Source: an optimization exercise on an open RTL-to-GDS flow (aim: small area and a short achievable clock period). Production flows keep margins and buffers that such runs may drop. The RTL was checked by simulation tests, not by an equivalence proof against the original design.

==> flow/design.v (outline; a module is shown in full before it is edited, if it fits) <==
// module TRN_RMS: 417 lines
module TRN_RMS(
    input wire clk,
    input wire reset,
    input wire [19:0] data_in,
    output wire rms_tlast,
    output wire [39:0] result
);
  // ...
==> flow/flow/run.sh <==
#!/bin/bash
# Layout flow: the standard ORFS flow (standard.sh), with two changes:
#  - after the standard synthesis, the logic between the sample registers and
#    the squarer's carry-save registers (sq_s, sq_c) is replaced by the
#    hand-mapped tree in flow/tree.txt (flow/patch.py); registers are untouched;
#  - repair aims at a tighter setup margin, may resize across cell footprints,
#    and ports get buf_2 buffers.
set -euo pipefail
MARGIN=${MARGIN:-5.35}
R=$PWD/orfs/results/sky130hd/TRN_RMS/base
python3 - "$MARGIN" <<'PY'
import re, sys
s = open("standard.sh").read()
s2 = re.sub(r'SETUP_SLACK_MARGIN=\S+', 'SETUP_SLACK_MARGIN=' + sys.argv[1], s)
s2 = s2.replace('"${@:-finish}"', 'MATCH_CELL_FOOTPRINT=0 "${@:-finish}"')
assert s2.count('MATCH_CELL_FOOTPRINT=0') == 1 and 'SETUP_SLACK_MARGIN=' + sys.argv[1] in s2
open("my_standard.sh", "w").write(s2)
PY
export BUFFER_PORTS_ARGS="-buffer_cell sky130_fd_sc_hd__buf_2"
bash my_standard.sh "$R/1_2_yosys.v" > synth.log 2>&1
cp "$R/1_2_yosys.v" "$R/1_2_yosys_standard.v"
python3 flow/patch.py "$R/1_2_yosys_standard.v" flow/tree.txt "$R/1_2_yosys.v" > patch.log 2>&1
bash my_standard.sh > layout.log 2>&1
==> flow/flow/patch.py <==
#!/usr/bin/env python3
"""Replace the synthesized logic that feeds the registers named in a tree
file with the cells the tree file lists.  Registers are untouched.

usage: patch.py netlist.v tree.txt out.v
"""
import re, sys

src, treef, dst = sys.argv[1:4]
text = open(src).read()

cell_re = re.compile(r'^(\s*)(sky130_fd_sc_hd__\w+)\s+(\\\S+\s|\S+)\s*\((.*?)\);\n', re.S | re.M)
pin_re = re.compile(r'\.(\w+)\(\s*(\\\S+\s|[^()\s]+)\s*\)')
OUTPINS = {"X", "Y", "Q", "Q_N", "SUM", "COUT", "HI", "LO"}

cells = []
for m in cell_re.finditer(text):
    typ, inst, body = m.group(2), m.group(3).strip(), m.group(4)
    pins = {p: n.strip() for p, n in pin_re.findall(body)}
    cells.append({"typ": typ, "inst": inst, "pins": pins, "span": m.span()})

def is_ff(c):
    return "__df" in c["typ"]

drv, loads = {}, {}
for i, c in enumerate(cells):
    for p, n in c["pins"].items():
        if p in OUTPINS:
            assert n not in drv, "two drivers on " + n
            drv[n] = i
        else:
            loads.setdefault(n, []).append(i)

regs = {}
for i, c in enumerate(cells):
    if is_ff(c):
        name = re.sub(r'\$_.*$', '', c["inst"].lstrip("\\"))
        regs[name] = i

tree_cells, outs, sizes = [], [], []
for line in open(treef):
    f = line.split()
    if not f or f[0].startswith("#"):
        continue
    if f[0] == "CELL":
        tree_cells.append((f[1], f[2], dict(kv.split("=", 1) for kv in f[3:])))
    elif f[0] == "C":   # compact: C type pin=net ...
        tree_cells.append(("sky130_fd_sc_hd__" + f[1], "ti_%d" % len(tree_cells), dict(kv.split("=", 1) for kv in f[2:])))
    elif f[0] == "OUT":
        outs.append((f[1], f[2]))
    elif f[0] == "SIZE":    # SIZE register drive: e.g. SIZE u[3] 2
        sizes.append((f[1], f[2]))

def qnet(r):
    return cells[regs[r]]["pins"]["Q"]

rename = {}
roots = []
for r, net in outs:
    if r not in regs:
        sys.exit("patch: register %s not in netlist" % r)
    d = cells[regs[r]]["pins"]["D"]
    if net.startswith("reg:"):
        if d != qnet(net[4:]):
            sys.exit("patch: %s is not fed straight from %s" % (r, net[4:]))
        continue
    if net.startswith("port:"):
        if d != net[5:]:
            sys.exit("patch: %s is not fed straight from port %s" % (r, net[5:]))
        continue
    rename[net] = d
    roots.append(d)

# fan-in cone of the roots, up to registers and ports
cone = set()
stack = list(roots)
seen = set()
while stack:
    n = stack.pop()
    if n in seen:
        continue
    seen.add(n)
    i = drv.get(n)
    if i is None or is_ff(cells[i]):
        continue
    cone.add(i)
    for p, m in cells[i]["pins"].items():
        if p not in OUTPINS:
            stack.append(m)
# keep cone cells whose outputs are used outside the cone
rootset = set(roots)
changed = True
while changed:
    changed = False
    for i in list(cone):
        for p, n in cells[i]["pins"].items():
            if p in OUTPINS:
                users = loads.get(n, [])
                ext = [u for u in users if u not in cone and not (is_ff(cells[u]) and cells[u]["pins"].get("D") == n and n in rootset)]
                port = re.match(r'^(result|rms_tlast)\b', n) is not None
                if ext or port:
                    cone.discard(i)
                    changed = True
                    break
# anything still in the cone that feeds a kept cell must stay too
changed = True
while changed:
    changed = False
    for i in list(cone):
        for p, n in cells[i]["pins"].items():
            if p in OUTPINS and any(u not in cone and not is_ff(cells[u]) for u in loads.get(n, [])):
                cone.discard(i)
                changed = True

# nets the new cells use
def net_of(n):
    if n.startswith("reg:"):
        return qnet(n[4:])
    if n.startswith("port:"):
        return n[5:]
    return rename.get(n, "tn_" + n)

for i in cone:
    for p, n in cells[i]["pins"].items():
        if p in OUTPINS and n in rootset:
            pass
new_wires = set()
out = []
for typ, inst, pins in tree_cells:
    conn = []
    for p, n in pins.items():
        m = net_of(n)
        if m.startswith("tn_"):
            new_wires.add(m)
        conn.append("    .%s(%s)" % (p, m + " " if m.startswith("\\") else m))
    out.append("  %s %s (\n%s\n  );\n" % (typ, inst, ",\n".join(conn)))

# every root must now be driven by exactly one new cell
driven = {}
for typ, inst, pins in tree_cells:
    for p, n in pins.items():
        if p in OUTPINS:
            driven[net_of(n)] = driven.get(net_of(n), 0) + 1
for r in roots:
    if driven.get(r) != 1:
        sys.exit("patch: root %s driven %s times" % (r, driven.get(r)))
    i = drv.get(r)
    if i is not None and i not in cone:
        sys.exit("patch: root %s still driven by kept cell %s" % (r, cells[i]["inst"]))

pieces, last = [], 0
for i in sorted(cone, key=lambda i: cells[i]["span"][0]):
    a, b = cells[i]["span"]
    pieces.append(text[last:a])
    last = b
pieces.append(text[last:])
body = "".join(pieces)
decl = "".join("  wire %s;\n" % w for w in sorted(new_wires))
k = body.rindex("endmodule")
body = body[:k] + decl + "".join(out) + body[k:]
# register drive strengths (same cell type, other drive)
for r, drive in sizes:
    c = cells[regs[r]]
    old_hdr = "%s %s" % (c["typ"], c["inst"])
    new_typ = re.sub(r'_\d+$', '_' + drive, c["typ"])
    inst_txt = c["inst"] + " " if c["inst"].startswith("\\") else c["inst"]
    pat = re.escape(c["typ"]) + r'(\s+)' + re.escape(inst_txt)
    body, n = re.subn(pat, lambda m: new_typ + m.group(1) + inst_txt, body, count=1)
    if n != 1:
        sys.exit("patch: could not resize " + r)
open(dst, "w").write(body)
sys.stderr.write("patch: removed %d cells, added %d cells\n" % (len(cone), len(tree_cells)))
==> flow/standard.sh <==
#!/bin/bash
# synth_recipe.tcl (not shown) runs the flow's synth.tcl, then flattens the netlist and writes it again
# the make line also repeats each setting of config.mk as NAME=value (left out here)
make -C /OpenROAD-flow-scripts/flow DESIGN_CONFIG=/design/flow/config.mk WORK_HOME=/design/flow/orfs CLKGATE_MAP_FILE= SYNTH_SCRIPT=/design/flow/synth_recipe.tcl "${@:-finish}"
==> flow/config.mk <==
export PLATFORM = sky130hd
export DESIGN_NAME = TRN_RMS
export DESIGN_NICKNAME = TRN_RMS
export VERILOG_FILES = /design/flow/design.v
export SDC_FILE = /design/flow/constraint.sdc
export NUM_CORES = 4
export LEC_CHECK = 0
export CAP_MARGIN = 20
export CORE_MARGIN = 2
export CORE_UTILIZATION = 70
export CTS_BUF_LIST = sky130_fd_sc_hd__clkbuf_8
export PLACE_DENSITY = 0.8
export SETUP_SLACK_MARGIN = 5
export SLEW_MARGIN = 20
export TNS_END_PERCENT = 100
==> flow/constraint.sdc <==
create_clock -name core_clock -period 8.0 [get_ports {clk}]
set_input_delay 1.6000 -clock core_clock [delete_from_list [all_inputs] [get_ports {clk}]]
set_output_delay 1.6000 -clock core_clock [all_outputs]
set_load 0.01 [all_outputs]
Not shown: flow/flow/tree.txt
==> results.tsv, run 1 <==
stage	metric	value	unit
global_routing	met1 Use GR	0.405	
cts	clk latency of the worst-skew pair	460	ps
routing	max layer used	met4	
logic_synthesis	Post-Syn Instances	1161	
worst_setup_path	RR Startpoint	u[2]$_DFF_P_	
flow_run	max-cap violations	0	
timing	worst hold slack	336	ps
worst_setup_path	reg2reg setup slack	5280	ps
cells_and_area	Largest register FFs	45	
timing	final hold viol count	0	
global_routing	total grt overflow	0	
placed_design	post-placement cell count	1370	
die	core area	15100	um2
cells_and_area	Sequential Area	3240	um2
worst_setup_path	slowest CP cell	fa_2	
cells_and_area	#MultiIn Comb	867	
cells_and_area	fraction of layout cells with a size suffix above 1	0.258	
cts	hold_buf cts	0	
hold_path	Hold Path Sink	sq_s[37]$_DFF_P_	
worst_setup_path	FF-to-FF path depth	6	
global_routing	largest net degree at the start of global routing	46	
run_status	status	timing/DRC/antenna clean	
cells_and_area	layout sequential cell count	154	
timing	pins over their slew limit	0	
logic_synthesis	Synth Cell Area	10700	um2
routing	initial drt markers	599	
cells_and_area	sequential share of cell area	0.270	
timing	max_slew headroom	0.346	
cells_and_area	Inserted Diodes	0	
routing	WL/cell	16.2	um
cells_and_area	Post-Layout Cell Count	1428	
==> run 2: changes to the inputs <==
--- a/flow/flow/run.sh
+++ b/flow/flow/run.sh
@@ -6,7 +6,7 @@
 #  - repair aims at a tighter setup margin, may resize across cell footprints,
 #    and ports get buf_2 buffers.
 set -euo pipefail
-MARGIN=${MARGIN:-5.35}
+MARGIN=${MARGIN:-5.42}
 R=$PWD/orfs/results/sky130hd/TRN_RMS/base
 python3 - "$MARGIN" <<'PY'
 import re, sys
==> run 2 against run 1 <==
Compared with the run above:
- fmax increased by 2.4%
- cell area is 4.7% higher
- critical path depth unchanged
- area after synthesis is the same
- still clean
- sequential share of layout area shrank 1.1 points
- routed wire length is 2.5% higher
- final cell count rose by 0.98%
- highest routed layer unchanged
- register-to-register slack improved by 60 ps
- via count up 1.0%
==> results.tsv, run 2 <==
stage	metric	value	unit	change
cts	H-tree levels	4		
die	die boundary width	128	um	
die	starting density of the core	0.711		
cells_and_area	Largest register FFs	45		unchanged
cts	CTS tree	done		
timing	max_slew headroom	0.329		-0.0170
flow_run	max-cap violations	0		unchanged
cts	clk latency of the worst-skew pair	470	ps	about the same
cells_and_area	top flop regs	acc: 45 flops, sq_s: 38 flops, sq_c: 34 flops		
cts	Sink Count	154		
worst_setup_path	largest delay contributor family on the critical path	adder cells		
timing	pins over their slew limit	0		unchanged
die	core area	15100	um2	unchanged
routing	drt drc	0		
worst_setup_path	Worst Path Buf+Inv	1		
hold_path	Worst Hold Class	reg2reg		
timing	Fin Setup TNS	0	ps	
cts	hold_buf cts	0		unchanged
timing	Final period util	0.332		
routing	Vias	7940		
cells_and_area	fraction of layout cells with a size suffix above 1	0.305		+0.0466
routing	Vias/cell	5.51		
timing	minimum clock period	2660	ps	
timing	slew of the pin with the lowest slew margin	1010	ps	
logic_synthesis	Synth Cell Area	10700	um2	unchanged
routing	DRT Wirelength	23700	um	
timing	worst hold slack	344	ps	+8.62 ps
routing	DRT antenna net count	0		
routing	initial drt markers	473		-21%
timing	fmax	0.376	GHz	
die	die height	128	um	
global_routing	initial antenna violation count	0		
logic_synthesis	Post-Syn Instances	1161		unchanged
global_routing	first-pass GRT wire length	36300	um	
run_status	status	timing/DRC/antenna clean		
die	die area	16300	um2	
cts	TritonCTS buffer count	17		
worst_setup_path	Worst EP required	8340	ps	
timing	Clock Skew	14.7	ps	
die	row cnt	45		
cts	Clock Tree Root	clkbuf_8		
logic_synthesis	Synth Warn #	1		
worst_setup_path	crit-path max FO	10		
placed_design	Port Buffers	60		
placed_design	placer congestion estimate	0.872		
worst_setup_path	startpoint types	register		
global_routing	vias in the first global route	7828		
global_routing	Global Route Usage Sum	0.284		
die	Ports	63		
timing	# setup viols final	0		
hold_path	hold_sp	a19$_SDFF_PN0_		
cells_and_area	FILL cells	820		
worst_setup_path	Crit. End Element	register		
worst_setup_path	crit path from	u[15]$_DFF_P_		
cts	clock transition at the registers of the reported paths	80	ps	
cts	clk buf depth	2		
timing	final hold viol count	0		unchanged
worst_setup_path	slowest CP cell	fa_2		
worst_setup_path	cell mode on critical path	fa_2		
worst_setup_path	RR Startpoint	u[15]$_DFF_P_		
routing	WL/cell	16.4	um	+1.5%
routing	drt pass-1 iters	5		
cells_and_area	Inserted Diodes	0		unchanged
cells_and_area	Biggest register	acc		
cells_and_area	Synth-to-Final Area Change	17.2	%	
worst_setup_path	largest stage delay on the critical path	550	ps	
worst_setup_path	CP Data Arrival Time	2990	ps	
placed_design	Final HPWL DP	16100	um	
cells_and_area	NumNets Final	1451		
timing	RSZ-0062 raised after global routing	yes		
logic_synthesis	Syn Area/Cell	9.24	um2	
cells_and_area	most frequent cells in the layout	nor2_1, fa_1, nand2_1, dfxtp_1, xor2_1		
global_routing	total grt overflow	0		unchanged
global_routing	largest net degree at the start of global routing	46		unchanged
worst_setup_path	critical path class	reg2reg		
cells_and_area	most common cell after layout, fill and taps aside	nor2_1		
worst_setup_path	worst path cell trace	inv_8 -> nor2_1 -> fa_2 -> fa_2 -> fa_2 -> fa_1		
run 2: worst register-to-register path, stage by stage, from the launching register on:
cell and delay, ps:
dfxtp_4 400, inv_8 70, nor2_1 200, fa_2 500
fa_2 410, fa_2 550, fa_1 400
run 2: what timing repair did:
item | 4_1_cts | 5_1_grt
endpoints found under the setup margin | 41 | 68
cloned | 0 | 0
setup buffers | 11 | 30
gates resized for setup | 76 | 157
pin swaps | 16 | 52
run 2: metal layers:
| metal | up-vias | global-route usage | part of all wire |
|---|---|---|---|
| met3 | 42 | 0.0664 | 0.066 |
| li1 | 3689 | - | - |
| met5 | - | 0 | 0 |
| met2 | 315 | 0.463 | 0.50 |
| met4 | 0 | 0.0750 | 0.020 |
| met1 | 3894 | 0.390 | 0.42 |
run 2: path summary, 6_finish.rpt:
kind / endpoint / slack [ps] / cells after the start
max in group asynchronous: cnt[1]$_DFF_PP0_ / 6680 / 2
max reg2reg: sq_c[16]$_DFF_P_ / 5340 / 6
min in group asynchronous: cnt[3]$_DFF_PP0_ / 1080 / 2
min reg2reg: sq_s[37]$_DFF_P_ / 340 / 0
max: sq_c[16]$_DFF_P_ / 5340 / 6
min: sq_s[37]$_DFF_P_ / 340 / 0
run 2: metrics by stage:
| step | setup slack [ps] | std cells | util | cell area [um2] |
|---|---|---|---|---|
| floorplan | 5420 | 1162 | - | 10700 |
| global placement | 5090 | 1370 | 0.728 | 11000 |
| detailed placement | 4970 | 1370 | 0.728 | 11000 |
| CTS | 5350 | 1412 | 0.780 | 11800 |
| global route | 5300 | 1442 | 0.833 | 12600 |
| finish | 5340 | 1442 | 0.833 | 12600 |
run 2: final cells by class:
class	count	area, um2	area share
Sequential cell	154	3250	0.258
Clock inverter	11	193	0.0153
Inverter	101	502	0.0399
Clock buffer	20	275	0.0219
Tap cell	188	235	0.0187
Multi-Input combinational cell	867	7340	0.584
Timing Repair Buffer	101	781	0.0621
==> run 3: changes to the inputs <==
--- a/flow/flow/run.sh
+++ b/flow/flow/run.sh
@@ -6,7 +6,7 @@
 #  - repair aims at a tighter setup margin, may resize across cell footprints,
 #    and ports get buf_2 buffers.
 set -euo pipefail
-MARGIN=${MARGIN:-5.42}
+MARGIN=${MARGIN:-5.28}
 R=$PWD/orfs/results/sky130hd/TRN_RMS/base
 python3 - "$MARGIN" <<'PY'
 import re, sys
==> run 3 against run 2 <==
Compared with the run above:
- clock-buffer cell count decreased by 1
- clock skew down 2.5 ps
- global-route usage down 0.59 points
- cell area fell by 6.7%
- critical path depth grew 5
- via count shrank 3.4%
- synthesized cell count stayed put
- routed wire length is 7.6% lower
- still clean
- non-clock buffer count is 24 lower
- sequential share of layout area rose by 1.6 points
==> results.tsv, run 3 <==
stage	metric	value	unit	change
run_status	status	timing/DRC/antenna clean		
cts	CTS tree	done		
timing	RSZ-0062 raised after global routing	yes		
cells_and_area	Biggest register	acc		
routing	drt pass-1 iters	7		+2
worst_setup_path	largest delay contributor family on the critical path	simple AND/OR/NAND/NOR gates		
cells_and_area	Design Area, Final	11700	um2	-6.7%
timing	worst hold slack	336	ps	-8.41 ps
worst_setup_path	crit-path max FO	8		-2
die	starting density of the core	0.711		unchanged
worst_setup_path	worst path cell trace	fa_1 -> nor2_1 -> nor2_1 -> nand2_1 -> nor2_4 -> nand2_2 -> o21ai_4 -> buf_4 -> a21oi_1 -> xor2_1 -> nor2_1		
placed_design	Port Buffers	60		unchanged
cells_and_area	top flop regs	acc: 45 flops, sq_s: 38 flops, sq_c: 34 flops		
routing	drt drc	0		unchanged
routing	DRT antenna net count	0		unchanged
die	row cnt	45		unchanged
worst_setup_path	startpoint types	register		
global_routing	most crowded layer after global routing	met2		
timing	Fin Setup TNS	0	ps	unchanged
cells_and_area	Largest register FFs	45		unchanged
cts	clk latency of the worst-skew pair	450	ps	-20 ps
die	die area	16300	um2	unchanged
worst_setup_path	Crit. End Element	register		
placed_design	placer congestion estimate	0.871		-0.14%
timing	minimum clock period	2690	ps	+35.6 ps
hold_path	Worst Hold Class	reg2reg		
global_routing	GR Layer Usage met3	0.0630		-0.00334
timing	fmax	0.371	GHz	-1.3%
die	die height	128	um	unchanged
logic_synthesis	Syn Area/Cell	9.24	um2	unchanged
cells_and_area	Synth-to-Final Area Change	9.35	%	
timing	Clock Skew	12.2	ps	-2.49 ps
cts	TritonCTS buffer count	17		unchanged
timing	final hold viol count	0		unchanged
logic_synthesis	Post-Syn Instances	1161		unchanged
timing	pins over their slew limit	0		unchanged
cells_and_area	most frequent cells in the layout	nor2_1, fa_1, nand2_1, dfxtp_1, xor2_1		
routing	Vias	7667		-3.4%
global_routing	initial antenna violation count	0		unchanged
cells_and_area	Inserted Diodes	0		unchanged
worst_setup_path	Worst Path Buf+Inv	1		unchanged
global_routing	vias in the first global route	7571		-3.3%
timing	max_slew headroom	0.365		+0.0357
cells_and_area	NumNets Final	1427		-1.7%
placed_design	Final HPWL DP	16100	um	-0.12%
global_routing	largest net degree at the start of global routing	46		unchanged
routing	DRT Wirelength	21900	um	-7.6%
timing	slew of the pin with the lowest slew margin	953	ps	-53.6 ps
worst_setup_path	CP Data Arrival Time	3000	ps	about the same
placed_design	DP Area	11000	um2	-0.18%
worst_setup_path	Worst EP required	8300	ps	-40 ps
worst_setup_path	largest stage delay on the critical path	590	ps	+40 ps
worst_setup_path	slowest CP cell	fa_1		
die	core area	15100	um2	unchanged
routing	initial drt markers	533		+13%
cts	clock transition at the registers of the reported paths	80	ps	about the same
cts	Clock Tree Root	clkbuf_8		
die	Ports	63		unchanged
cells_and_area	fraction of layout cells with a size suffix above 1	0.218		-0.0869
die	die boundary width	128	um	unchanged
cts	clk buf depth	2		unchanged
global_routing	met1 Use GR	0.398		+0.00835
cells_and_area	Core Util, Final	0.777		-0.0560
timing	Final period util	0.336		+0.00445
cts	H-tree levels	4		unchanged
global_routing	first-pass GRT wire length	35700	um	-1.6%
routing	WL/cell	15.4	um	-6.1%
logic_synthesis	Synth Warn #	1		unchanged
cts	Sink Count	154		unchanged
global_routing	GR Util met2	0.434		-0.0286
global_routing	total grt overflow	0		unchanged
logic_synthesis	Synth Cell Area	10700	um2	unchanged
worst_setup_path	critical path class	reg2reg		
flow_run	max-cap violations	0		unchanged
global_routing	Global Route Usage Sum	0.279		-0.00587
routing	Vias/cell	5.40		-1.9%
timing	# setup viols final	0		unchanged
cells_and_area	most common cell after layout, fill and taps aside	nor2_1		
worst_setup_path	cell mode on critical path	nor2_1		
==> run 3: metrics by stage <==
stage	instances	setup WS, ps
after floorplan	1162	5350
after global placement	1370	5060
after detailed placement	1370	4950
after CTS	1406	5280
after global routing	1419	5150
final	1419	5310
==> run 3: layout make-up <==
cell class	instances	area, um2
Multi-Input combinational cell	867	7000
Fill cell	974	3360
Sequential cell	154	3210
Inverter	101	442
Timing Repair Buffer	77	440
Clock buffer	19	262
Tap cell	188	235
Clock inverter	13	140
==> run 3: worst register-to-register path, delay by kind of cell (launching register included) <==
kind	cells	cell delay [ps]
xor gates and xnor gates	1	160
adders and majority gates	1	590
and+or+nand+nor	6	930
DFF	1	340
buffers and inverters	1	190
AOI/OAI and AO/OA	2	360
==> run 3: per-layer routing <==
layer / vias to the layer above / wire length, um
met3: 32 / 1450
met1: 3711 / 9630
met2: 280 / 10400
met5: - / 0
li1: 3644 / -
met4: 0 / 381
==> run 3: final timing paths <==
kind                                    start            endpoint  slack [ps]  depth (start not counted)
setup / recovery           acc[21]$_SDFF_PP0_  acc[34]$_SDFF_PP0_        5310                         11
hold / removal                 a19$_SDFF_PN0_    sq_s[37]$_DFF_P_         340                          0
setup reg to reg           acc[21]$_SDFF_PP0_  acc[34]$_SDFF_PP0_        5310                         11
hold reg to reg                a19$_SDFF_PN0_    sq_s[37]$_DFF_P_         340                          0
max in group asynchronous               reset    cnt[0]$_DFF_PP0_        6670                          2
min in group asynchronous               reset    cnt[3]$_DFF_PP0_        1090                          2
==> run 3: timing repair <==
action	in CTS	in global routing
buffers inserted	4	13
setup endpoints to repair	20	24
pin swaps	2	11
hold buffers	0	0
resized for setup	5	60
==> run 4: changes to the inputs <==
--- a/flow/flow/run.sh
+++ b/flow/flow/run.sh
@@ -4,9 +4,9 @@
 #    the squarer's carry-save registers (sq_s, sq_c) is replaced by the
 #    hand-mapped tree in flow/tree.txt (flow/patch.py); registers are untouched;
 #  - repair aims at a tighter setup margin, may resize across cell footprints,
-#    and ports get buf_2 buffers.
+#    and ports get buf_1 buffers.
 set -euo pipefail
-MARGIN=${MARGIN:-5.28}
+MARGIN=${MARGIN:-5.15}
 R=$PWD/orfs/results/sky130hd/TRN_RMS/base
 python3 - "$MARGIN" <<'PY'
 import re, sys
@@ -16,7 +16,7 @@
 assert s2.count('MATCH_CELL_FOOTPRINT=0') == 1 and 'SETUP_SLACK_MARGIN=' + sys.argv[1] in s2
 open("my_standard.sh", "w").write(s2)
 PY
-export BUFFER_PORTS_ARGS="-buffer_cell sky130_fd_sc_hd__buf_2"
+export BUFFER_PORTS_ARGS="-buffer_cell sky130_fd_sc_hd__buf_1"
 bash my_standard.sh "$R/1_2_yosys.v" > synth.log 2>&1
 cp "$R/1_2_yosys.v" "$R/1_2_yosys_standard.v"
 python3 flow/patch.py "$R/1_2_yosys_standard.v" flow/tree.txt "$R/1_2_yosys.v" > patch.log 2>&1
--- a/flow/flow/tree.txt
+++ b/flow/flow/tree.txt
@@ -474,41 +474,41 @@
 C fa_1 A=reg:u[17] B=w990 CIN=w992 SUM=w1085 COUT=w1086
 C ha_1 A=pp649 B=w993 SUM=w1088 COUT=w1089
 C ha_1 A=pp651 B=reg:u[18] SUM=w1091 COUT=w1092
-C fa_1 A=reg:acc[2] B=reg:sq_s[1] CIN=reg:sq_c[0] SUM=w1094 COUT=w1095
+C fa_2 A=reg:acc[2] B=reg:sq_s[1] CIN=reg:sq_c[0] SUM=w1094 COUT=w1095
 C ha_1 A=reg:acc[3] B=reg:sq_s[2] SUM=w1097 COUT=w1098
-C fa_1 A=reg:acc[4] B=reg:sq_s[3] CIN=reg:sq_c[1] SUM=w1100 COUT=w1101
-C fa_1 A=reg:acc[5] B=reg:sq_s[4] CIN=reg:sq_c[2] SUM=w1103 COUT=w1104
-C fa_1 A=reg:acc[6] B=reg:sq_s[5] CIN=reg:sq_c[3] SUM=w1106 COUT=w1107
-C fa_1 A=reg:acc[7] B=reg:sq_s[6] CIN=reg:sq_c[4] SUM=w1109 COUT=w1110
-C fa_1 A=reg:acc[8] B=reg:sq_s[7] CIN=reg:sq_c[5] SUM=w1112 COUT=w1113
-C fa_1 A=reg:acc[9] B=reg:sq_s[8] CIN=reg:sq_c[6] SUM=w1115 COUT=w1116
-C fa_1 A=reg:acc[10] B=reg:sq_s[9] CIN=reg:sq_c[7] SUM=w1118 COUT=w1119
-C fa_1 A=reg:acc[11] B=reg:sq_s[10] CIN=reg:sq_c[8] SUM=w1121 COUT=w1122
-C fa_1 A=reg:acc[12] B=reg:sq_s[11] CIN=reg:sq_c[9] SUM=w1124 COUT=w1125
-C fa_1 A=reg:acc[13] B=reg:sq_s[12] CIN=reg:sq_c[10] SUM=w1127 COUT=w1128
-C fa_1 A=reg:acc[14] B=reg:sq_s[13] CIN=reg:sq_c[11] SUM=w1130 COUT=w1131
-C fa_1 A=reg:acc[15] B=reg:sq_s[14] CIN=reg:sq_c[12] SUM=w1133 COUT=w1134
-C fa_1 A=reg:acc[16] B=reg:sq_s[15] CIN=reg:sq_c[13] SUM=w1136 COUT=w1137
-C fa_1 A=reg:acc[17] B=reg:sq_s[16] CIN=reg:sq_c[14] SUM=w1139 COUT=w1140
-C fa_1 A=reg:acc[18] B=reg:sq_s[17] CIN=reg:sq_c[15] SUM=w1142 COUT=w1143
-C fa_1 A=reg:acc[19] B=reg:sq_s[18] CIN=reg:sq_c[16] SUM=w1145 COUT=w1146
-C fa_1 A=reg:acc[20] B=reg:sq_s[19] CIN=reg:sq_c[17] SUM=w1148 COUT=w1149
-C fa_1 A=reg:acc[21] B=reg:sq_s[20] CIN=reg:sq_c[18] SUM=w1151 COUT=w1152
-C fa_1 A=reg:acc[22] B=reg:sq_s[21] CIN=reg:sq_c[19] SUM=w1154 COUT=w1155
-C fa_1 A=reg:acc[23] B=reg:sq_s[22] CIN=reg:sq_c[20] SUM=w1157 COUT=w1158
-C fa_1 A=reg:acc[24] B=reg:sq_s[23] CIN=reg:sq_c[21] SUM=w1160 COUT=w1161
-C fa_1 A=reg:acc[25] B=reg:sq_s[24] CIN=reg:sq_c[22] SUM=w1163 COUT=w1164
-C fa_1 A=reg:acc[26] B=reg:sq_s[25] CIN=reg:sq_c[23] SUM=w1166 COUT=w1167
-C fa_1 A=reg:acc[27] B=reg:sq_s[26] CIN=reg:sq_c[24] SUM=w1169 COUT=w1170
-C fa_1 A=reg:acc[28] B=reg:sq_s[27] CIN=reg:sq_c[25] SUM=w1172 COUT=w1173
-C fa_1 A=reg:acc[29] B=reg:sq_s[28] CIN=reg:sq_c[26] SUM=w1175 COUT=w1176
-C fa_1 A=reg:acc[30] B=reg:sq_s[29] CIN=reg:sq_c[27] SUM=w1178 COUT=w1179
-C fa_1 A=reg:acc[31] B=reg:sq_s[30] CIN=reg:sq_c[28] SUM=w1181 COUT=w1182
-C fa_1 A=reg:acc[32] B=reg:sq_s[31] CIN=reg:sq_c[29] SUM=w1184 COUT=w1185
-C fa_1 A=reg:acc[33] B=reg:sq_s[32] CIN=reg:sq_c[30] SUM=w1187 COUT=w1188
-C fa_1 A=reg:acc[34] B=reg:sq_s[33] CIN=reg:sq_c[31] SUM=w1190 COUT=w1191
-C fa_1 A=reg:acc[35] B=reg:sq_s[34] CIN=reg:sq_c[32] SUM=w1193 COUT=w1194
-C fa_1 A=reg:acc[36] B=reg:sq_s[35] CIN=reg:sq_c[33] SUM=w1196 COUT=w1197
+C fa_2 A=reg:acc[4] B=reg:sq_s[3] CIN=reg:sq_c[1] SUM=w1100 COUT=w1101
+C fa_2 A=reg:acc[5] B=reg:sq_s[4] CIN=reg:sq_c[2] SUM=w1103 COUT=w1104
+C fa_2 A=reg:acc[6] B=reg:sq_s[5] CIN=reg:sq_c[3] SUM=w1106 COUT=w1107
+C fa_2 A=reg:acc[7] B=reg:sq_s[6] CIN=reg:sq_c[4] SUM=w1109 COUT=w1110
+C fa_2 A=reg:acc[8] B=reg:sq_s[7] CIN=reg:sq_c[5] SUM=w1112 COUT=w1113
+C fa_2 A=reg:acc[9] B=reg:sq_s[8] CIN=reg:sq_c[6] SUM=w1115 COUT=w1116
+C fa_2 A=reg:acc[10] B=reg:sq_s[9] CIN=reg:sq_c[7] SUM=w1118 COUT=w1119
+C fa_2 A=reg:acc[11] B=reg:sq_s[10] CIN=reg:sq_c[8] SUM=w1121 COUT=w1122
+C fa_2 A=reg:acc[12] B=reg:sq_s[11] CIN=reg:sq_c[9] SUM=w1124 COUT=w1125
+C fa_2 A=reg:acc[13] B=reg:sq_s[12] CIN=reg:sq_c[10] SUM=w1127 COUT=w1128
+C fa_2 A=reg:acc[14] B=reg:sq_s[13] CIN=reg:sq_c[11] SUM=w1130 COUT=w1131
+C fa_2 A=reg:acc[15] B=reg:sq_s[14] CIN=reg:sq_c[12] SUM=w1133 COUT=w1134
+C fa_2 A=reg:acc[16] B=reg:sq_s[15] CIN=reg:sq_c[13] SUM=w1136 COUT=w1137
+C fa_2 A=reg:acc[17] B=reg:sq_s[16] CIN=reg:sq_c[14] SUM=w1139 COUT=w1140
+C fa_2 A=reg:acc[18] B=reg:sq_s[17] CIN=reg:sq_c[15] SUM=w1142 COUT=w1143
+C fa_2 A=reg:acc[19] B=reg:sq_s[18] CIN=reg:sq_c[16] SUM=w1145 COUT=w1146
+C fa_2 A=reg:acc[20] B=reg:sq_s[19] CIN=reg:sq_c[17] SUM=w1148 COUT=w1149
+C fa_2 A=reg:acc[21] B=reg:sq_s[20] CIN=reg:sq_c[18] SUM=w1151 COUT=w1152
+C fa_2 A=reg:acc[22] B=reg:sq_s[21] CIN=reg:sq_c[19] SUM=w1154 COUT=w1155
+C fa_2 A=reg:acc[23] B=reg:sq_s[22] CIN=reg:sq_c[20] SUM=w1157 COUT=w1158
+C fa_2 A=reg:acc[24] B=reg:sq_s[23] CIN=reg:sq_c[21] SUM=w1160 COUT=w1161
+C fa_2 A=reg:acc[25] B=reg:sq_s[24] CIN=reg:sq_c[22] SUM=w1163 COUT=w1164
+C fa_2 A=reg:acc[26] B=reg:sq_s[25] CIN=reg:sq_c[23] SUM=w1166 COUT=w1167
+C fa_2 A=reg:acc[27] B=reg:sq_s[26] CIN=reg:sq_c[24] SUM=w1169 COUT=w1170
+C fa_2 A=reg:acc[28] B=reg:sq_s[27] CIN=reg:sq_c[25] SUM=w1172 COUT=w1173
+C fa_2 A=reg:acc[29] B=reg:sq_s[28] CIN=reg:sq_c[26] SUM=w1175 COUT=w1176
+C fa_2 A=reg:acc[30] B=reg:sq_s[29] CIN=reg:sq_c[27] SUM=w1178 COUT=w1179
+C fa_2 A=reg:acc[31] B=reg:sq_s[30] CIN=reg:sq_c[28] SUM=w1181 COUT=w1182
+C fa_2 A=reg:acc[32] B=reg:sq_s[31] CIN=reg:sq_c[29] SUM=w1184 COUT=w1185
+C fa_2 A=reg:acc[33] B=reg:sq_s[32] CIN=reg:sq_c[30] SUM=w1187 COUT=w1188
+C fa_2 A=reg:acc[34] B=reg:sq_s[33] CIN=reg:sq_c[31] SUM=w1190 COUT=w1191
+C fa_2 A=reg:acc[35] B=reg:sq_s[34] CIN=reg:sq_c[32] SUM=w1193 COUT=w1194
+C fa_2 A=reg:acc[36] B=reg:sq_s[35] CIN=reg:sq_c[33] SUM=w1196 COUT=w1197
 C ha_1 A=reg:acc[37] B=reg:sq_s[36] SUM=w1199 COUT=w1200
 C ha_1 A=reg:acc[38] B=reg:sq_s[37] SUM=w1202 COUT=w1203
 C nand2_1 A=reg:acc[0] B=reg:sq_s[0] Y=gn1205
@@ -1117,41 +1117,3 @@
 SIZE u[16] 2
 SIZE u[17] 2
 SIZE u[18] 2
-SIZE acc[7] 2
-SIZE acc[8] 2
-SIZE acc[9] 2
-SIZE acc[10] 2
-SIZE acc[11] 2
-SIZE acc[12] 2
-SIZE acc[13] 2
-SIZE acc[14] 2
-SIZE acc[15] 2
-SIZE acc[16] 2
-SIZE acc[17] 2
-SIZE acc[18] 2
-SIZE acc[19] 2
-SIZE acc[20] 2
-SIZE acc[21] 2
-SIZE acc[22] 2
-SIZE acc[23] 2
-SIZE acc[24] 2
-SIZE acc[25] 2
-SIZE acc[26] 2
-SIZE acc[27] 2
-SIZE acc[28] 2
-SIZE acc[29] 2
-SIZE acc[30] 2
-SIZE acc[31] 2
-SIZE acc[32] 2
-SIZE acc[33] 2
-SIZE acc[34] 2
-SIZE acc[35] 2
-SIZE acc[36] 2
-SIZE acc[37] 2
-SIZE acc[38] 2
-SIZE acc[39] 2
-SIZE acc[40] 2
-SIZE acc[41] 2
-SIZE acc[42] 2
-SIZE acc[43] 2
-SIZE acc[44] 2
==> run 4 against run 3 <==
Compared with the run above:
- largest cell class unchanged
- first-iteration DRC count decreased by 10%
- via count fell by 1.1%
- routed wire length shrank 2.5%
- synthesized cell count unchanged
- global-route usage down 0.26 points
- worst hold slack about the same
- still clean on timing, DRC and antenna
- clock-buffer cell count shrank 2
- worst setup slack worse by 36 ps
- flip-flop and latch count unchanged
==> results.tsv, run 4 <==
stage	metric	value	unit	change
worst_setup_path	Worst Path Buf+Inv	0		-1
worst_setup_path	critical path class	reg2reg		
worst_setup_path	crit-path max FO	8		unchanged
cells_and_area	Core Util, Final	0.763		-0.0137
cts	CTS tree	done		
cells_and_area	Biggest register	acc		
cts	clock transition at the registers of the reported paths	90	ps	about the same
routing	drt drc	0		unchanged
worst_setup_path	slowest CP cell	fa_2		
die	die boundary width	128	um	+0.17%
worst_setup_path	largest delay contributor family on the critical path	compound AO/OA/AOI/OAI gates		
timing	final hold viol count	0		unchanged
worst_setup_path	reg2reg setup slack	5270	ps	-40 ps
cts	clk buf depth	2		unchanged
global_routing	Global Route Usage Sum	0.276		-0.00260
flow_run	max-cap violations	0		unchanged
cells_and_area	Inserted Diodes	0		unchanged
cts	H-tree levels	4		unchanged
global_routing	total grt overflow	0		unchanged
worst_setup_path	RR Startpoint	acc[17]$_SDFF_PP0_		
placed_design	DP Area	10900	um2	-0.34%
cts	Sink Count	154		unchanged
worst_setup_path	Worst EP required	8320	ps	+20 ps
logic_synthesis	Post-Syn Instances	1161		unchanged
worst_setup_path	Crit. End Element	register		
cts	hold_buf cts	0		unchanged
hold_path	hold_sp	a19$_SDFF_PN0_		
timing	Fin Setup TNS	0	ps	unchanged
timing	pins over their slew limit	0		unchanged
die	core area	15100	um2	unchanged
timing	minimum clock period	2730	ps	+36.2 ps
placed_design	Port Buffers	60		unchanged
die	row cnt	45		unchanged
cells_and_area	Largest register FFs	45		unchanged
die	die height	128	um	+0.17%
cells_and_area	NumNets Final	1418		-0.63%
timing	slew of the pin with the lowest slew margin	980	ps	+26.9 ps
routing	WL/cell	15.1	um	-1.9%
cells_and_area	Sequential Area	3150	um2	-1.9%
cells_and_area	most common cell after layout, fill and taps aside	nor2_1		
cells_and_area	Synth-to-Final Area Change	7.05	%	
worst_setup_path	startpoint types	register		
routing	DRT antenna net count	0		unchanged
die	Ports	63		unchanged
cts	clk latency of the worst-skew pair	470	ps	+20 ps
timing	worst hold slack	336	ps	+0.220 ps
die	die area	16400	um2	+0.34%
die	starting density of the core	0.713		+0.00249
cts	TritonCTS buffer count	17		unchanged
global_routing	largest net degree at the start of global routing	46		unchanged
global_routing	initial antenna violation count	0		unchanged
cts	Clock Tree Root	clkbuf_8		
logic_synthesis	Syn Area/Cell	9.27	um2	+0.35%
routing	DRT Wirelength	21400	um	-2.5%
placed_design	placer congestion estimate	0.880		+1.0%
worst_setup_path	largest stage delay on the critical path	470	ps	-120 ps
timing	Clock Skew	17.5	ps	+5.27 ps
worst_setup_path	FF-to-FF path depth	10		-1
cells_and_area	fraction of layout cells with a size suffix above 1	0.129		-0.0884
placed_design	Final HPWL DP	16200	um	+0.55%
timing	max_slew headroom	0.347		-0.0179
worst_setup_path	Worst R2R End	acc[38]$_SDFF_PP0_		
routing	Vias/cell	5.38		-0.44%
cells_and_area	multi-input gate area in the final layout	6940	um2	-0.86%
timing	Final period util	0.341		+0.00452
worst_setup_path	worst path cell trace	fa_2 -> nor2_1 -> o21ai_1 -> a21oi_2 -> o21ai_4 -> a21oi_1 -> o21ai_4 -> a21oi_1 -> xor2_1 -> nor2_1		
worst_setup_path	CP Data Arrival Time	3050	ps	+50 ps
hold_path	Worst Hold Class	reg2reg		
logic_synthesis	Synth Warn #	1		unchanged
global_routing	vias in the first global route	7544		-0.36%
cells_and_area	top flop regs	acc: 45 flops, sq_s: 38 flops, sq_c: 34 flops		
cells_and_area	most frequent cells in the layout	nor2_1, dfxtp_1, fa_1, nand2_1, xor2_1		
logic_synthesis	Synth Cell Area	10800	um2	+0.35%
routing	initial drt markers	478		-10%
timing	RSZ-0062 raised after global routing	yes		
timing	fmax	0.367	GHz	-1.3%
cells_and_area	FILL cells	1043		+7.1%
routing	Vias	7585		-1.1%
global_routing	first-pass GRT wire length	35200	um	-1.4%
run_status	status	timing/DRC/antenna clean		
routing	drt pass-1 iters	5		-2
timing	# setup viols final	0		unchanged
hold_path	Hold Path Sink	sq_s[37]$_DFF_P_		
hold_path	hold depth	0		unchanged
cells_and_area	Design Area, Final	11500	um2	-1.8%
-- run 4: area by class of cell --
type                       instances  share of cell area
clock inverter                    15              0.0207
timing repair buffer              68              0.0258
sequential                       154               0.274
inverter                         101              0.0370
multi-input combinational        867               0.602
tap                              188              0.0204
clock buffer                      17              0.0203
-- run 4: routing by layer --
layer / track usage / share of wire / vias to the layer above
li1: - / - / 3618
met1: 0.377 / 0.44 / 3678
met2: 0.439 / 0.47 / 258
met3: 0.0772 / 0.067 / 31
met4: 0.0769 / 0.014 / 0
met5: 0 / 0 / -
-- run 4: repair_timing --
action,CTS,global route
setup buffers,3,5
gates resized for setup,2,9
gates cloned,0,0
endpoints found under the setup margin,12,10
pin swaps,1,4
-- run 4: worst max-delay path by stage --
| stage | from | end | slack (ps) | cells past startpoint |
|---|---|---|---|---|
| 2_1_floorplan | data_in[1] | pre_s[0]$_DFF_P_ | 5350 | 7 |
| 3_3_place_gp | data_in[19] | pre_s[1]$_DFF_P_ | 5000 | 6 |
| 3_5_place_dp | data_in[19] | pre_s[1]$_DFF_P_ | 4940 | 6 |
| 4_1_cts | acc[5]$_SDFF_PP0_ | acc[43]$_SDFF_PP0_ | 5220 | 12 |
| 5_1_grt | acc[19]$_SDFF_PP0_ | acc[43]$_SDFF_PP0_ | 5100 | 11 |
| 6_report | acc[17]$_SDFF_PP0_ | acc[38]$_SDFF_PP0_ | 5270 | 10 |
-- run 4: per-stage QoR --
| step | setup slack [ps] | cells |
|---|---|---|
| 2_1_floorplan | 5350 | 1162 |
| 3_3_place_gp | 5000 | 1370 |
| 3_5_place_dp | 4940 | 1370 |
| 4_1_cts | 5220 | 1405 |
| 5_1_grt | 5100 | 1410 |
| 6_report | 5270 | 1410 |
==> run 5: changes to the inputs <==
--- a/flow/flow/run.sh
+++ b/flow/flow/run.sh
@@ -6,7 +6,7 @@
 #  - repair aims at a tighter setup margin, may resize across cell footprints,
 #    and ports get buf_1 buffers.
 set -euo pipefail
-MARGIN=${MARGIN:-5.15}
+MARGIN=${MARGIN:-5.3}
 R=$PWD/orfs/results/sky130hd/TRN_RMS/base
 python3 - "$MARGIN" <<'PY'
 import re, sys
==> run 5 against run 4 <==
Compared with the run above:
- still clean
- synthesized cell count is the same
- global-route usage rose by 0.16 points
- non-clock buffer count increased by 10
- worst hold slack got worse by 1.1 ps
- area after synthesis unchanged
- sequential share of layout area shrank 0.32 points
- core utilization rose by 1.6 points
- register-to-register slack improved by 80 ps
==> results.tsv, run 5 <==
stage	metric	value	unit	change
logic_synthesis	Synth Warn #	1		unchanged
cells_and_area	most frequent cells in the layout	nor2_1, dfxtp_1, fa_1, nand2_1, xor2_1		
worst_setup_path	largest delay contributor family on the critical path	flip-flops		
cts	H-tree levels	4		unchanged
placed_design	dpl ws	4940	ps	unchanged
routing	drt drc	0		unchanged
cells_and_area	top flop regs	acc: 45 flops, sq_s: 38 flops, sq_c: 34 flops		
worst_setup_path	Worst R2R End	acc[39]$_SDFF_PP0_		
hold_path	Hold Path Sink	sq_s[37]$_DFF_P_		
global_routing	largest net degree at the start of global routing	46		unchanged
cells_and_area	Synth-to-Final Area Change	9.31	%	
hold_path	hold_sp	a19$_SDFF_PN0_		
routing	drt pass-1 iters	5		unchanged
worst_setup_path	Crit. End Element	output port		
cells_and_area	Largest register FFs	45		unchanged
timing	final hold viol count	0		unchanged
timing	worst hold slack	335	ps	-1.15 ps
timing	Clock Skew	18.6	ps	+1.14 ps
cts	Clock Tree Root	clkbuf_8		
worst_setup_path	FF-to-FF path depth	11		+1
placed_design	DP Area	10900	um2	unchanged
timing	fmax	0.377	GHz	+2.9%
hold_path	Worst Hold Class	reg2reg		
timing	slew of the pin with the lowest slew margin	975	ps	-4.55 ps
logic_synthesis	Synth Cell Area	10800	um2	unchanged
die	core area	15100	um2	unchanged
timing	# setup viols final	0		unchanged
global_routing	first-pass GRT wire length	35400	um	+0.55%
global_routing	initial antenna violation count	0		unchanged
placed_design	placer congestion estimate	0.880		unchanged
timing	Fin Setup TNS	0	ps	unchanged
cts	clk buf depth	2		unchanged
worst_setup_path	startpoint types	register		
timing	Final period util	0.331		-0.00953
global_routing	total grt overflow	0		unchanged
cells_and_area	most common cell after layout, fill and taps aside	nor2_1		
cts	Sink Count	154		unchanged
worst_setup_path	CP Depth	1		-9
cells_and_area	Design Area, Final	11800	um2	+2.1%
logic_synthesis	Syn Area/Cell	9.27	um2	unchanged
global_routing	Global Route Usage Sum	0.278		+0.00157
die	die area	16400	um2	unchanged
timing	RSZ-0062 raised after global routing	yes		
placed_design	Final HPWL DP	16200	um	unchanged
flow_run	max-cap violations	0		unchanged
global_routing	vias in the first global route	7541		-0.040%
timing	max_slew headroom	0.350		+0.00303
cells_and_area	FILL cells	1011		-3.1%
run_status	status	timing/DRC/antenna clean		
routing	Vias/cell	5.37		-0.21%
die	starting density of the core	0.713		unchanged
cells_and_area	Post-Layout Cell Count	1420		+0.71%
worst_setup_path	Worst EP required	6400	ps	-1920 ps
die	die height	128	um	unchanged
die	row cnt	45		unchanged
die	Ports	63		unchanged
worst_setup_path	reg2reg setup slack	5350	ps	+80 ps
routing	initial drt markers	490		+2.5%
worst_setup_path	Worst Path Buf+Inv	1		+1
worst_setup_path	CP Data Arrival Time	1050	ps	-2000 ps
worst_setup_path	slowest CP cell	dfxtp_1		
worst_setup_path	crit-path max FO	2		-6
worst_setup_path	largest stage delay on the critical path	400	ps	-70 ps
placed_design	post-placement cell count	1370		unchanged
worst_setup_path	RR Startpoint	acc[17]$_SDFF_PP0_		
timing	pins over their slew limit	0		unchanged
cells_and_area	NumNets Final	1428		+0.71%
routing	WL/cell	15.3	um	+0.89%
timing	minimum clock period	2650	ps	-76.2 ps
cts	TritonCTS buffer count	17		unchanged
routing	DRT antenna net count	0		unchanged
timing	Final Worst Setup Slack	5350	ps	+76.2 ps
cells_and_area	Biggest register	acc		
cts	CTS tree	done		
cells_and_area	fraction of layout cells with a size suffix above 1	0.167		+0.0379
cts	clk latency of the worst-skew pair	470	ps	about the same
die	die boundary width	128	um	unchanged
hold_path	hold depth	0		unchanged
worst_setup_path	critical path class	reg2out		
worst_setup_path	worst path cell trace	buf_1		
placed_design	Port Buffers	60		unchanged
routing	Vias	7623		+0.50%
routing	DRT Wirelength	21700	um	+1.6%
cells_and_area	Inserted Diodes	0		unchanged
cts	clock transition at the registers of the reported paths	80	ps	about the same
logic_synthesis	Post-Syn Instances	1161		unchanged
==> run 5: per-stage QoR <==
stage | utilization
2_1_floorplan | -
4_1_cts | 0.761
3_5_place_dp | 0.724
5_1_grt | 0.780
3_3_place_gp | 0.724
6_report | 0.780
==> run 5: worst max-delay path by stage <==
stage	slack, ps	to	start
3_3_place_gp	5000	pre_s[1]$_DFF_P_	data_in[19]
6_report	5350	result[8]	acc[15]$_SDFF_PP0_
2_1_floorplan	5350	pre_s[0]$_DFF_P_	data_in[1]
3_5_place_dp	4940	pre_s[1]$_DFF_P_	data_in[19]
4_1_cts	5300	sq_c[20]$_DFF_P_	u[4]$_DFF_P_
5_1_grt	5230	acc[43]$_SDFF_PP0_	sq_c[5]$_DFF_P_
==> run 5: timing repair <==
action	CTS	global route
buffers inserted	5	13
endpoints found under the setup margin	19	32
resized for setup	5	67
hold buffers	0	0
pin swaps	3	21
==> run 5: worst register-to-register path, delay by kind of cell, from the launching register on <==
kind | cells | cell delay, ps
AO/OA/AOI/OAI | 6 | 1090
XOR/XNOR | 1 | 170
adder cells (fa/ha/maj) | 1 | 480
buffers and inverters | 1 | 150
flip-flops | 1 | 380
AND/OR/NAND/NOR | 2 | 230
==> run 5: routing by layer <==
layer / track usage / part of all wire / vias to the layer above
met3: 0.0726 / 0.065 / 26
met5: 0 / 0 / -
met1: 0.384 / 0.45 / 3720
met2: 0.438 / 0.48 / 240
met4: 0.0808 / 0.013 / 0
li1: - / - / 3637
==> run 5: area by class of cell <==
type	count	area, um2	area share
Inverter	101	452	0.0384
Tap cell	188	235	0.0200
Multi-Input combinational cell	867	7050	0.599
Clock inverter	15	239	0.0203
Timing Repair Buffer	78	375	0.0319
Sequential cell	154	3180	0.270
Clock buffer	17	234	0.0199
==> run 6: changes to the inputs <==
--- a/flow/flow/run.sh
+++ b/flow/flow/run.sh
@@ -6,7 +6,7 @@
 #  - repair aims at a tighter setup margin, may resize across cell footprints,
 #    and ports get buf_1 buffers.
 set -euo pipefail
-MARGIN=${MARGIN:-5.3}
+MARGIN=${MARGIN:-5.4}
 R=$PWD/orfs/results/sky130hd/TRN_RMS/base
 python3 - "$MARGIN" <<'PY'
 import re, sys
==> run 6 against run 5 <==
Compared with the run above:
- clock skew fell by 5.8 ps
- global-route usage increased by 0.64 points
- area after synthesis unchanged
- core utilization grew 2.7 points
- sequential share of layout area shrank 0.38 points
- worst hold slack gained 4.2 ps
- critical path depth up 5
- flip-flop and latch count did not move
- non-clock buffer count rose by 10
- via count rose by 3.4%
==> results.tsv, run 6 <==
stage	metric	value	unit	change
global_routing	Global Route Usage Sum	0.284		+0.00638
worst_setup_path	Worst EP required	8340	ps	+1940 ps
routing	met2 wire length	11000	um	+6.3%
placed_design	placer congestion estimate	0.877		-0.32%
timing	max_slew headroom	0.374		+0.0244
logic_synthesis	Syn Area/Cell	9.27	um2	unchanged
cells_and_area	NumNets Final	1438		+0.70%
worst_setup_path	worst setup path endpoint	sq_c[18]$_DFF_P_		
die	die area	16400	um2	unchanged
global_routing	initial antenna violation count	0		unchanged
run_status	status	timing/DRC/antenna clean		
worst_setup_path	critical path class	reg2reg		
cells_and_area	fraction of layout cells with a size suffix above 1	0.282		+0.115
worst_setup_path	Worst Path Buf+Inv	1		unchanged
placed_design	Port Buffers	60		unchanged
cells_and_area	most common cell after layout, fill and taps aside	nor2_1		
flow_run	max-cap violations	0		unchanged
routing	Vias/cell	5.51		+2.7%
routing	max layer used	met4		
placed_design	dpl ws	4960	ps	+18.8 ps
timing	final hold viol count	0		unchanged
timing	# setup viols final	0		unchanged
worst_setup_path	largest delay contributor family on the critical path	adder cells		
cells_and_area	most frequent cells in the layout	nor2_1, nand2_1, fa_1, dfxtp_1, xor2_1		
cells_and_area	Synth-to-Final Area Change	13.1	%	
routing	Vias	7884		+3.4%
routing	drt pass-1 iters	7		+2
timing	Final Worst Setup Slack	5380	ps	+32.5 ps
die	Ports	63		unchanged
timing	pins over their slew limit	0		unchanged
routing	Metal-1 WL	9630	um	-0.64%
die	row cnt	45		unchanged
cts	Clock Tree Root	clkbuf_8		
die	core area	15100	um2	unchanged
global_routing	first-pass GRT wire length	36300	um	+2.4%
cells_and_area	Biggest register	acc		
worst_setup_path	Worst R2R End	sq_c[18]$_DFF_P_		
cells_and_area	FILL cells	907		-10%
worst_setup_path	CP Depth	6		+5
cts	clk latency of the worst-skew pair	460	ps	about the same
cells_and_area	Sequential Area	3250	um2	+2.0%
worst_setup_path	slowest CP cell	fa_2		
logic_synthesis	Synth Cell Area	10800	um2	unchanged
cts	CTS tree	done		
placed_design	Final HPWL DP	16000	um	-1.2%
timing	Final period util	0.327		-0.00406
worst_setup_path	FF-to-FF path depth	6		-5
cts	Sink Count	154		unchanged
global_routing	vias in the first global route	7769		+3.0%
worst_setup_path	largest stage delay on the critical path	550	ps	+150 ps
timing	RSZ-0062 raised after global routing	yes		
logic_synthesis	Post-Syn Instances	1161		unchanged
worst_setup_path	startpoint types	register		
timing	Clock Skew	12.8	ps	-5.85 ps
cts	clock transition at the registers of the reported paths	80	ps	about the same
hold_path	Worst Hold Class	reg2reg		
worst_setup_path	reg2reg setup slack	5380	ps	+30 ps
worst_setup_path	CP Data Arrival Time	2960	ps	+1910 ps
cells_and_area	top flop regs	acc: 45 flops, sq_s: 38 flops, sq_c: 34 flops		
cts	TritonCTS buffer count	17		unchanged
cts	H-tree levels	4		unchanged
die	die height	128	um	unchanged
cts	clk buf depth	2		unchanged
cells_and_area	Inserted Diodes	0		unchanged
routing	metal3 WL	1700	um	+20%
routing	drt drc	0		unchanged
timing	fmax	0.382	GHz	+1.2%
die	die boundary width	128	um	unchanged
global_routing	largest net degree at the start of global routing	46		unchanged
cells_and_area	Design Area, Final	12200	um2	+3.5%
worst_setup_path	worst path cell trace	inv_6 -> nor2_2 -> fa_2 -> fa_1 -> fa_2 -> fa_1		
worst_setup_path	crit-path max FO	8		+6
routing	WL/cell	16.0	um	+4.8%
routing	DRT Wirelength	22900	um	+5.6%
worst_setup_path	Crit. End Element	register		
global_routing	total grt overflow	0		unchanged
logic_synthesis	Synth Warn #	1		unchanged
cells_and_area	Largest register FFs	45		unchanged
timing	Fin Setup TNS	0	ps	unchanged
die	starting density of the core	0.713		unchanged
cells_and_area	multi-input gate area in the final layout	7290	um2	+3.4%
worst_setup_path	RR Startpoint	u[2]$_DFF_P_		
routing	DRT antenna net count	0		unchanged
timing	slew of the pin with the lowest slew margin	939	ps	-36.6 ps
placed_design	DP Area	10900	um2	+0.14%
routing	initial drt markers	446		-9.0%
timing	minimum clock period	2620	ps	-32.5 ps
worst_setup_path	crit path from	u[2]$_DFF_P_		
## run 6: cell types whose count changed in the layout (fill, tap and decap cells not counted), moves of 25 or more
cell,before,now
dfxtp_2,12,37
dfxtp_1,123,89
buf_1,58,20
nor2_1,304,266
clkbuf_2,2,34
nor2_2,29,54
## run 6: final cells by class
class / count / share of cell area
clock buffers: 19 / 0.0215
multi-input cells: 867 / 0.599
inverters: 101 / 0.0410
well taps: 188 / 0.0193
clock inverters: 13 / 0.0104
flip-flops and latches: 154 / 0.267
repair buffers: 88 / 0.0424
## run 6: stage by stage
step                      utilization  std cells  hold WS (ps)
final                           0.807       1430           339
after global routing            0.807       1430           350
after CTS                       0.771       1411           341
after detailed placement        0.725       1370           325
after global placement          0.725       1370           320
after floorplan                     -       1162           310
## run 6: routing by layer
metal	track usage	vias up
met5	0	-
met1	0.391	3800
met2	0.439	357
li1	-	3672
met3	0.0639	55
met4	0.120	0
## run 6: how the worst min path moves through the flow
stage,start,endpoint,slack (ps),cells after the start
floorplan,a19$_SDFF_PN0_,sq_s[37]$_DFF_P_,310,0
global placement,a19$_SDFF_PN0_,sq_s[37]$_DFF_P_,320,0
detailed placement,a19$_SDFF_PN0_,sq_s[37]$_DFF_P_,320,0
CTS,a19$_SDFF_PN0_,sq_s[37]$_DFF_P_,340,0
global route,a19$_SDFF_PN0_,sq_s[37]$_DFF_P_,350,0
finish,a19$_SDFF_PN0_,sq_s[37]$_DFF_P_,340,0
## run 6: timing repair
item / CTS / global route
pin swaps: 8 / 36
endpoints found under the setup margin: 72 / 61
setup buffers: 9 / 19
hold buffers: 0 / 0
resized for setup: 124 / 131

[static timing again, ports no longer ideal]
The results above use ideal ports. As a check the final layouts listed here were re-extracted and re-timed, cells and wires unchanged.
Step 1 (the two cells are an assumption about what drives the block):
set clk [get_ports {clk}]
set_driving_cell -lib_cell sky130_fd_sc_hd__clkbuf_16 $clk
set_driving_cell -lib_cell sky130_fd_sc_hd__buf_2 [delete_from_list [all_inputs] $clk]
Step 2, shift: input delay + t, output delay - t, t = (earliest + latest rising clock arrival at the registers) / 2. This alone moves slack from input paths to output paths.
a / b / c = no drivers / after step 1 / after step 2; a / b = the first two.
| run | shift t [ns] | setup slack, ns | slew at the worst register clock pin (ns) |
|---|---|---|---|
| run 1 | 0.492 | 5.281 / 5.281 / 5.054 | 0.09 / 0.09 |
| run 2 | 0.499 | 5.344 / 5.344 / 5.031 | 0.09 / 0.09 |
| run 3 | 0.488 | 5.308 / 5.308 / 4.963 | 0.09 / 0.09 |
| run 4 | 0.495 | 5.272 / 5.272 / 4.944 | 0.09 / 0.09 |
| run 5 | 0.501 | 5.348 / 5.309 / 4.948 | 0.09 / 0.09 |
| run 6 | 0.490 | 5.381 / 5.381 / 5.018 | 0.08 / 0.08 |
After both steps every run listed still meets setup and hold. The setup slack of run 5, which loses most, moves by -0.039 ns with the drivers and by -0.400 ns with both steps.
